What follows belongs to an exercise in optimizing a design on an open flow for small area; a production flow would make more cautious choices.
RTL that was checked went through simulation tests only; none was proved equivalent to the original.
Power is estimated from default activity; no workload was simulated.

==> module sauria_sa_top, before the edit <==
module sauria_sa_top #(
    parameter X = 4,
    parameter Y = 4,
    parameter IA_W = 8,
    parameter IB_W = 8,
    parameter OC_W = 32,
    parameter TH_W = 2
)(
    input  logic                 i_clk,
    input  logic                 i_rstn,
    input  logic [Y*IA_W-1:0]    i_a,
    input  logic [X*IB_W-1:0]    i_b,
    input  logic [Y*OC_W-1:0]    i_c,
    input  logic                 i_reg_clear,
    input  logic                 i_pipeline_en,
    input  logic [X-1:0]         i_cswitch,
    input  logic                 i_cscan_en,
    input  logic [TH_W-1:0]      i_thres,
    output logic [Y*OC_W-1:0]    o_c
);
logic en, clr;
assign en  = i_pipeline_en;
assign clr = i_reg_clear;
logic ld, hd;
sa_ld_hd u_ld_hd (.en(en), .clr(clr), .ld(ld), .hd(hd));
logic [TH_W-1:0] thr_q;
always_ff @(posedge i_clk or negedge i_rstn) begin
    if (!i_rstn) thr_q <= '0;
    else         thr_q <= ({TH_W{ld}} & i_thres) | ({TH_W{hd}} & thr_q);
end
logic [Y*(X+1)*IA_W-1:0] a_w;
logic [(Y+1)*X*IB_W-1:0] b_w;
logic [Y*X-1:0]          cs_w;
logic [Y*(X+1)*OC_W-1:0] sc_w;
genvar j, i;
generate
    for (j = 0; j < Y; j++) begin : rows
        assign sc_w[((j)*(X+1)+(X))*OC_W +: OC_W] = i_c[OC_W*j +: OC_W];
        assign o_c[OC_W*j +: OC_W] = sc_w[((j)*(X+1)+(0))*OC_W +: OC_W];
        for (i = 0; i <= X; i++) begin : a_chain
            logic [IA_W-1:0] a_q, a_d;
            if (i == 0) begin : in
                assign a_d = i_a[IA_W*j +: IA_W];
            end else begin : prev
                assign a_d = a_w[((j)*(X+1)+(i-1))*IA_W +: IA_W];
            end
            always_ff @(posedge i_clk or negedge i_rstn) begin
                if (!i_rstn) a_q <= '0;
                else         a_q <= ({IA_W{ld}} & a_d) | ({IA_W{hd}} & a_q);
            end
            assign a_w[((j)*(X+1)+(i))*IA_W +: IA_W] = a_q;
        end
    end
    for (j = 0; j <= Y; j++) begin : b_rows
        for (i = 0; i < X; i++) begin : b_chain
            logic [IB_W-1:0] b_q, b_d;
            if (j == 0) begin : in
                assign b_d = i_b[IB_W*i +: IB_W];
            end else begin : prev
                assign b_d = b_w[((j-1)*X+(i))*IB_W +: IB_W];
            end
            always_ff @(posedge i_clk or negedge i_rstn) begin
                if (!i_rstn) b_q <= '0;
                else         b_q <= ({IB_W{ld}} & b_d) | ({IB_W{hd}} & b_q);
            end
            assign b_w[((j)*X+(i))*IB_W +: IB_W] = b_q;
        end
    end
    for (j = 0; j < Y; j++) begin : pe_rows
        for (i = 0; i < X; i++) begin : pe
            logic            cs_q, cs_d;
            logic            negl_q, negl_d;
            logic [IA_W-1:0] za;
            logic [IB_W-1:0] zb;
            logic            small_a, small_b;
            logic [OC_W-1:0] acc_q, sc_q, sc_in, addend_n, acc_d;
            logic            kill, x_sc, x_acc, s_acc, s_in, s_hold;
            if (j == 0) begin : in
                assign cs_d = i_cswitch[i];
            end else begin : prev
                assign cs_d = cs_w[(j-1)*X+(i)];
            end
            always_ff @(posedge i_clk or negedge i_rstn) begin
                if (!i_rstn) cs_q <= 1'b0;
                else         cs_q <= (ld & cs_d) | (hd & cs_q);
            end
            assign cs_w[(j)*X+(i)] = cs_q;
            assign za = a_w[((j)*(X+1)+(i))*IA_W +: IA_W];
            assign zb = b_w[((j)*X+(i))*IB_W +: IB_W];
            always_comb begin
                case (thr_q)
                    2'd1:    begin small_a = &za[7:1] | ~|za[7:1]; small_b = &zb[7:1] | ~|zb[7:1]; end
                    2'd2:    begin small_a = &za[7:2] | ~|za[7:2]; small_b = &zb[7:2] | ~|zb[7:2]; end
                    2'd3:    begin small_a = &za[7:3] | ~|za[7:3]; small_b = &zb[7:3] | ~|zb[7:3]; end
                    default: begin small_a = 1'b0;                 small_b = 1'b0;                 end
                endcase
            end
            assign negl_d = small_a & small_b;
            always_ff @(posedge i_clk or negedge i_rstn) begin
                if (!i_rstn) negl_q <= 1'b0;
                else         negl_q <= (ld & negl_d) | (hd & negl_q);
            end
            sa_pe_sel u_sel (
                .en(en), .clr(clr), .cscan(i_cscan_en), .cs(cs_q), .negl(negl_q),
                .kill(kill), .x_sc(x_sc), .x_acc(x_acc), .s_acc(s_acc), .s_in(s_in), .s_hold(s_hold)
            );
            assign addend_n = ~(({OC_W{x_sc}} & sc_q) | ({OC_W{x_acc}} & acc_q));
            sa_mac mac (
                .a    (a_w[((j)*(X+1)+(i+1))*IA_W +: IA_W]),
                .b    (b_w[((j+1)*X+(i))*IB_W +: IB_W]),
                .kill (kill),
                .x_n  (addend_n),
                .y    (acc_d)
            );
            always_ff @(posedge i_clk or negedge i_rstn) begin
                if (!i_rstn) acc_q <= '0;
                else         acc_q <= acc_d;
            end
            assign sc_in = sc_w[((j)*(X+1)+(i+1))*OC_W +: OC_W];
            always_ff @(posedge i_clk or negedge i_rstn) begin
                if (!i_rstn) sc_q <= '0;
                else         sc_q <= ({OC_W{s_acc}} & acc_q) | ({OC_W{s_in}} & sc_in) | ({OC_W{s_hold}} & sc_q);
            end
            assign sc_w[((j)*(X+1)+(i))*OC_W +: OC_W] = sc_q;
        end
    end
endgenerate
endmodule
==> module sa_pe_sel, before the edit <==
module sa_pe_sel (
    input  logic en,
    input  logic clr,
    input  logic cscan,
    input  logic cs,
    input  logic negl,
    output logic kill,
    output logic x_sc,
    output logic x_acc,
    output logic s_acc,
    output logic s_in,
    output logic s_hold
);
logic swap;
assign swap   = en & cs;
assign kill   = negl | ~en | clr;
assign x_sc   = swap & ~clr;
assign x_acc  = ~swap & ~clr;
assign s_acc  = swap & ~clr;
assign s_in   = ~swap & en & cscan & ~clr;
assign s_hold = ~swap & ~(en & cscan) & ~clr;
endmodule
clock: 5.5 ns
lec_check: 0
cap_margin: 10
core_margin: 2
core_utilization: 55
gpl_timing_driven: 0
place_density: 0.72
setup_slack_margin: 0.12
slew_margin: 10
synth_hierarchical: 1
standard.sh (not shown) runs the stock make flow with config.mk's settings and CLKGATE_MAP_FILE= SYNTH_SCRIPT=/design/flow/synth_recipe.tcl, a recipe that flattens the netlist after the stock synthesis.
==> flow/flow/run.sh <==
#!/bin/bash
set -euo pipefail
export BUFFER_PORTS_ARGS="-buffer_cell sky130_fd_sc_hd__buf_1"
export CTS_ARGS="-sink_clustering_enable -repair_clock_nets -dont_use_dummy_load -buf_list sky130_fd_sc_hd__clkbuf_8 -sink_clustering_size 12 -sink_clustering_max_diameter 80"
bash standard.sh > standard.log 2>&1
Rerun with:
--- a/flow/design.v
+++ b/flow/design.v
@@ -596,11 +596,11 @@
             logic            negl_q, negl_d;
             logic [IA_W-1:0] za;
             logic [IB_W-1:0] zb;
             logic            small_a, small_b;
             logic [OC_W-1:0] acc_q, sc_q, sc_in, addend_n, acc_d;
-            logic            kill, x_sc, x_acc, s_acc, s_in, s_hold;
+            logic            kill, s_acc, s_in, s_hold;
             if (j == 0) begin : in
                 assign cs_d = i_cswitch[i];
             end else begin : prev
                 assign cs_d = cs_w[(j-1)*X+(i)];
             end
@@ -622,15 +622,20 @@
             assign negl_d = small_a & small_b;
             always_ff @(posedge i_clk or negedge i_rstn) begin
                 if (!i_rstn) negl_q <= 1'b0;
                 else         negl_q <= (ld & negl_d) | (hd & negl_q);
             end
-            sa_pe_sel u_sel (
-                .en(en), .clr(clr), .cscan(i_cscan_en), .cs(cs_q), .negl(negl_q),
-                .kill(kill), .x_sc(x_sc), .x_acc(x_acc), .s_acc(s_acc), .s_in(s_in), .s_hold(s_hold)
-            );
-            assign addend_n = ~(({OC_W{x_sc}} & sc_q) | ({OC_W{x_acc}} & acc_q));
+            logic x_sc_lo, x_acc_lo, x_sc_hi, x_acc_hi;
+            sa_xsel u_xsel_lo (.en(en), .clr(clr), .cs(cs_q), .x_sc(x_sc_lo), .x_acc(x_acc_lo));
+            sa_xsel u_xsel_hi (.en(en), .clr(clr), .cs(cs_q), .x_sc(x_sc_hi), .x_acc(x_acc_hi));
+            sa_kill u_kill (.en(en), .clr(clr), .negl(negl_q), .kill(kill));
+            sa_scsel u_scsel (.en(en), .clr(clr), .cscan(i_cscan_en), .cs(cs_q),
+                              .s_acc(s_acc), .s_in(s_in), .s_hold(s_hold));
+            assign addend_n[OC_W/2-1:0] = ~(({(OC_W/2){x_sc_lo}} & sc_q[OC_W/2-1:0]) |
+                                            ({(OC_W/2){x_acc_lo}} & acc_q[OC_W/2-1:0]));
+            assign addend_n[OC_W-1:OC_W/2] = ~(({(OC_W/2){x_sc_hi}} & sc_q[OC_W-1:OC_W/2]) |
+                                               ({(OC_W/2){x_acc_hi}} & acc_q[OC_W-1:OC_W/2]));
             sa_mac mac (
                 .a    (a_w[((j)*(X+1)+(i+1))*IA_W +: IA_W]),
                 .b    (b_w[((j+1)*X+(i))*IB_W +: IB_W]),
                 .kill (kill),
                 .x_n  (addend_n),
@@ -657,27 +662,38 @@
     output logic hd
 );
 assign ld = en & ~clr;
 assign hd = ~en & ~clr;
 endmodule
-module sa_pe_sel (
+module sa_xsel (
     input  logic en,
     input  logic clr,
-    input  logic cscan,
     input  logic cs,
-    input  logic negl,
-    output logic kill,
     output logic x_sc,
-    output logic x_acc,
+    output logic x_acc
+);
+assign x_sc  = en & cs & ~clr;
+assign x_acc = ~(en & cs) & ~clr;
+endmodule
+module sa_kill (
+    input  logic en,
+    input  logic clr,
+    input  logic negl,
+    output logic kill
+);
+assign kill = negl | ~en | clr;
+endmodule
+module sa_scsel (
+    input  logic en,
+    input  logic clr,
+    input  logic cscan,
+    input  logic cs,
     output logic s_acc,
     output logic s_in,
     output logic s_hold
 );
 logic swap;
 assign swap   = en & cs;
-assign kill   = negl | ~en | clr;
-assign x_sc   = swap & ~clr;
-assign x_acc  = ~swap & ~clr;
 assign s_acc  = swap & ~clr;
 assign s_in   = ~swap & en & cscan & ~clr;
 assign s_hold = ~swap & ~(en & cscan) & ~clr;
 endmodule
After rerunning: With this change the flow finished with negative setup slack left; global-route usage goes up by 0.56 points; sequential power is about the same; via count came out higher by 1.4%; combinational power increases by about 5%; maximum frequency is lower by 3.3%; worst hold slack improved by 0.16 ns; non-clock buffer count rises by 147; cell area rises by 2.6%; register-to-register slack gets worse by 0.09 ns.
For the second run of this note, only the layout was checked, not whether the RTL still works.

* * *

Setup of lane 1:
Another version of the RTL of sauria_sa_top (not shown whole).
Size: ~8600 cells after synthesis, ~1400 flip-flops, ~96000 um^2 of cells after synthesis.
==> module sauria_sa_top, before the edit <==
module sauria_sa_top #(
    parameter X = 4,
    parameter Y = 4,
    parameter IA_W = 8,
    parameter IB_W = 8,
    parameter OC_W = 32,
    parameter TH_W = 2
)(
    input  logic                 i_clk,
    input  logic                 i_rstn,
    input  logic [Y*IA_W-1:0]    i_a,
    input  logic [X*IB_W-1:0]    i_b,
    input  logic [Y*OC_W-1:0]    i_c,
    input  logic                 i_reg_clear,
    input  logic                 i_pipeline_en,
    input  logic [X-1:0]         i_cswitch,
    input  logic                 i_cscan_en,
    input  logic [TH_W-1:0]      i_thres,
    output logic [Y*OC_W-1:0]    o_c
);
logic en, clr;
assign en  = i_pipeline_en;
assign clr = i_reg_clear;
logic ld, hd;
sa_ld_hd u_ld_hd (.en(en), .clr(clr), .ld(ld), .hd(hd));
logic [TH_W-1:0] thr_q;
always_ff @(posedge i_clk or negedge i_rstn) begin
    if (!i_rstn) thr_q <= '0;
    else         thr_q <= ({TH_W{ld}} & i_thres) | ({TH_W{hd}} & thr_q);
end
logic [Y*(X+1)*IA_W-1:0] a_w;
logic [(Y+1)*X*IB_W-1:0] b_w;
logic [Y*X-1:0]          cs_w;
logic [Y*(X+1)*OC_W-1:0] sc_w;
genvar j, i;
generate
    for (j = 0; j < Y; j++) begin : rows
        assign sc_w[((j)*(X+1)+(X))*OC_W +: OC_W] = i_c[OC_W*j +: OC_W];
        assign o_c[OC_W*j +: OC_W] = sc_w[((j)*(X+1)+(0))*OC_W +: OC_W];
        for (i = 0; i <= X; i++) begin : a_chain
            logic [IA_W-1:0] a_q, a_d;
            if (i == 0) begin : in
                assign a_d = i_a[IA_W*j +: IA_W];
            end else begin : prev
                assign a_d = a_w[((j)*(X+1)+(i-1))*IA_W +: IA_W];
            end
            always_ff @(posedge i_clk or negedge i_rstn) begin
                if (!i_rstn) a_q <= '0;
                else         a_q <= ({IA_W{ld}} & a_d) | ({IA_W{hd}} & a_q);
            end
            assign a_w[((j)*(X+1)+(i))*IA_W +: IA_W] = a_q;
        end
    end
    for (j = 0; j <= Y; j++) begin : b_rows
        for (i = 0; i < X; i++) begin : b_chain
            logic [IB_W-1:0] b_q, b_d;
            if (j == 0) begin : in
                assign b_d = i_b[IB_W*i +: IB_W];
            end else begin : prev
                assign b_d = b_w[((j-1)*X+(i))*IB_W +: IB_W];
            end
            always_ff @(posedge i_clk or negedge i_rstn) begin
                if (!i_rstn) b_q <= '0;
                else         b_q <= ({IB_W{ld}} & b_d) | ({IB_W{hd}} & b_q);
            end
            assign b_w[((j)*X+(i))*IB_W +: IB_W] = b_q;
        end
    end
    for (j = 0; j < Y; j++) begin : pe_rows
        for (i = 0; i < X; i++) begin : pe
            logic            cs_q, cs_d;
            logic            negl_q, negl_d;
            logic [IA_W-1:0] za;
            logic [IB_W-1:0] zb;
            logic            small_a, small_b;
            logic [OC_W-1:0] acc_q, sc_q, sc_in, addend, acc_d;
            logic            kill, x_sc, x_acc, s_acc, s_in, s_hold;
            if (j == 0) begin : in
                assign cs_d = i_cswitch[i];
            end else begin : prev
                assign cs_d = cs_w[(j-1)*X+(i)];
            end
            always_ff @(posedge i_clk or negedge i_rstn) begin
                if (!i_rstn) cs_q <= 1'b0;
                else         cs_q <= (ld & cs_d) | (hd & cs_q);
            end
            assign cs_w[(j)*X+(i)] = cs_q;
            assign za = a_w[((j)*(X+1)+(i))*IA_W +: IA_W];
            assign zb = b_w[((j)*X+(i))*IB_W +: IB_W];
            always_comb begin
                case (thr_q)
                    2'd1:    begin small_a = &za[7:1] | ~|za[7:1]; small_b = &zb[7:1] | ~|zb[7:1]; end
                    2'd2:    begin small_a = &za[7:2] | ~|za[7:2]; small_b = &zb[7:2] | ~|zb[7:2]; end
                    2'd3:    begin small_a = &za[7:3] | ~|za[7:3]; small_b = &zb[7:3] | ~|zb[7:3]; end
                    default: begin small_a = 1'b0;                 small_b = 1'b0;                 end
                endcase
            end
            assign negl_d = small_a & small_b;
            always_ff @(posedge i_clk or negedge i_rstn) begin
                if (!i_rstn) negl_q <= 1'b0;
                else         negl_q <= (ld & negl_d) | (hd & negl_q);
            end
            sa_pe_sel u_sel (
                .en(en), .clr(clr), .cscan(i_cscan_en), .cs(cs_q), .negl(negl_q),
                .kill(kill), .x_sc(x_sc), .x_acc(x_acc), .s_acc(s_acc), .s_in(s_in), .s_hold(s_hold)
            );
            assign addend = ({OC_W{x_sc}} & sc_q) | ({OC_W{x_acc}} & acc_q);
            sa_mac mac (
                .a    (a_w[((j)*(X+1)+(i+1))*IA_W +: IA_W]),
                .b    (b_w[((j+1)*X+(i))*IB_W +: IB_W]),
                .kill (kill),
                .x    (addend),
                .y    (acc_d)
            );
            always_ff @(posedge i_clk or negedge i_rstn) begin
                if (!i_rstn) acc_q <= '0;
                else         acc_q <= acc_d;
            end
            assign sc_in = sc_w[((j)*(X+1)+(i+1))*OC_W +: OC_W];
            always_ff @(posedge i_clk or negedge i_rstn) begin
                if (!i_rstn) sc_q <= '0;
                else         sc_q <= ({OC_W{s_acc}} & acc_q) | ({OC_W{s_in}} & sc_in) | ({OC_W{s_hold}} & sc_q);
            end
            assign sc_w[((j)*(X+1)+(i))*OC_W +: OC_W] = sc_q;
        end
    end
endgenerate
endmodule
clock: 5.5 ns
lec_check: 0
cap_margin: 20
core_margin: 2
core_utilization: 40
place_density: 0.6
slew_margin: 20
synth_hierarchical: 1
run.sh (not shown) runs the stock make flow with config.mk's settings and CLKGATE_MAP_FILE= SYNTH_SCRIPT=/design/flow/synth_recipe.tcl, a recipe that flattens the netlist after the stock synthesis.
Stock flow here: none of the scripts above is used.
What lane 2 does differently from lane 1 at the input level:
-- flow/design.v --
<<< lane 1, line 606
                else         negl_q <= (ld & negl_d) | (hd & negl_q);
            end
            sa_pe_sel u_sel (
                .en(en), .clr(clr), .cscan(i_cscan_en), .cs(cs_q), .negl(negl_q),
                .kill(kill), .x_sc(x_sc), .x_acc(x_acc), .s_acc(s_acc), .s_in(s_in), .s_hold(s_hold)
            );
            assign addend = ({OC_W{x_sc}} & sc_q) | ({OC_W{x_acc}} & acc_q);
>>> lane 2, line 606
                else         negl_q <= (ld & negl_d) | (hd & negl_q);
            end
            assign kill   = negl_q;
            sa_pe_sel u_sel (
                .en(en), .clr(clr), .cscan(i_cscan_en), .cs(cs_q),
                .x_sc(x_sc), .x_acc(x_acc), .s_acc(s_acc), .s_in(s_in), .s_hold(s_hold)
            );
            assign addend = ({OC_W{x_sc}} & sc_q) | ({OC_W{x_acc}} & acc_q);
<<< lane 1, line 620
            always_ff @(posedge i_clk or negedge i_rstn) begin
                if (!i_rstn) acc_q <= '0;
                else         acc_q <= acc_d;
            end
            assign sc_in = sc_w[((j)*(X+1)+(i+1))*OC_W +: OC_W];
>>> lane 2, line 621
            always_ff @(posedge i_clk or negedge i_rstn) begin
                if (!i_rstn) acc_q <= '0;
                else         acc_q <= ({OC_W{ld}} & acc_d) | ({OC_W{hd}} & acc_q);
            end
            assign sc_in = sc_w[((j)*(X+1)+(i+1))*OC_W +: OC_W];
<<< lane 1, line 646
    input  logic cscan,
    input  logic cs,
    input  logic negl,
    output logic kill,
    output logic x_sc,
    output logic x_acc,
>>> lane 2, line 647
    input  logic cscan,
    input  logic cs,
    output logic x_sc,
    output logic x_acc,
<<< lane 1, line 656
logic swap;
assign swap   = en & cs;
assign kill   = negl | ~en | clr;
assign x_sc   = swap & ~clr;
assign x_acc  = ~swap & ~clr;
assign s_acc  = swap & ~clr;
assign s_in   = ~swap & en & cscan & ~clr;
>>> lane 2, line 655
logic swap;
assign swap   = en & cs;
assign x_sc   = cs;
assign x_acc  = ~cs;
assign s_acc  = swap & ~clr;
assign s_in   = ~swap & en & cscan & ~clr;
## What came out
Lane 1: no failed stages, no open violations at the end
Lane 2 completed end to end with timing, DRC and antenna clean.
Looking at source of the critical timing path, the i_pipeline_en result is from lane 1; the pe_rows[1].pe[1].negl_q one comes from lane 2.
Looking at end point of the critical path, the pe_rows[1].pe[1].acc_q[28] result is from lane 2; the pe_rows[1].pe[3].acc_q[25] one comes from lane 1.
The proportion of power drawn by combinational gates reported for lane 2 is greater than that of lane 1 by 9.7 points.
Taking lane 1 as the reference, in lane 2 sum of net half-perimeters after detailed placement increased by about 6% relative to the old numbers, power dissipated in combinational cells increased by about 54% relative to the old numbers, total standard cell area after synthesis increased by about 5% relative to the old numbers, core outline area increased by about 4.7% relative to the old numbers, first-pass GRT wire length increased by 9.3% relative to the old numbers.
Lane 2 against lane 1: non-clock buffer count fell by about 46%; final standard cell count with taps included and fillers excluded rose by 139.
The RTL of lane 1 was laid out without a check of its function.

[afterwards: timing with drivers on the ports]
In the flow no input, the clock included, has a driving cell. The finished layouts below were timed again as built, in two steps.
Step 1, drivers: a clkbuf_16 drives i_clk and a buf_2 each remaining input, both assumed.
Step 2, shift: input delay + t, output delay - t, t = (earliest + latest rising clock arrival at the registers) / 2. This alone moves slack from input paths to output paths.
a / b / c = ideal ports / drivers / drivers and shift; a / b = the first two.
| run | t (ns) | setup slack, ns | worst register clock-pin slew, ns |
|---|---|---|---|
| the first run of note 1 | 0.988 | 0.138 / 0.033 / -0.955 | 0.10 / 0.10 |
| the second run of note 1 | 0.998 | -0.043 / -0.028 / -1.025 | 0.10 / 0.10 |
| lane 1 | 0.922 | 0.151 / 0.214 / -0.708 | 0.07 / 0.07 |
| lane 2 | 0.930 | 0.263 / 0.263 / 0.263 | 0.07 / 0.07 |
With both steps, setup timing fails in the first run of note 1 and lane 1, where it was met with ideal ports. The setup slack of the first run of note 1, which loses most, moves by -0.105 ns with the drivers and by -1.093 ns with both steps.
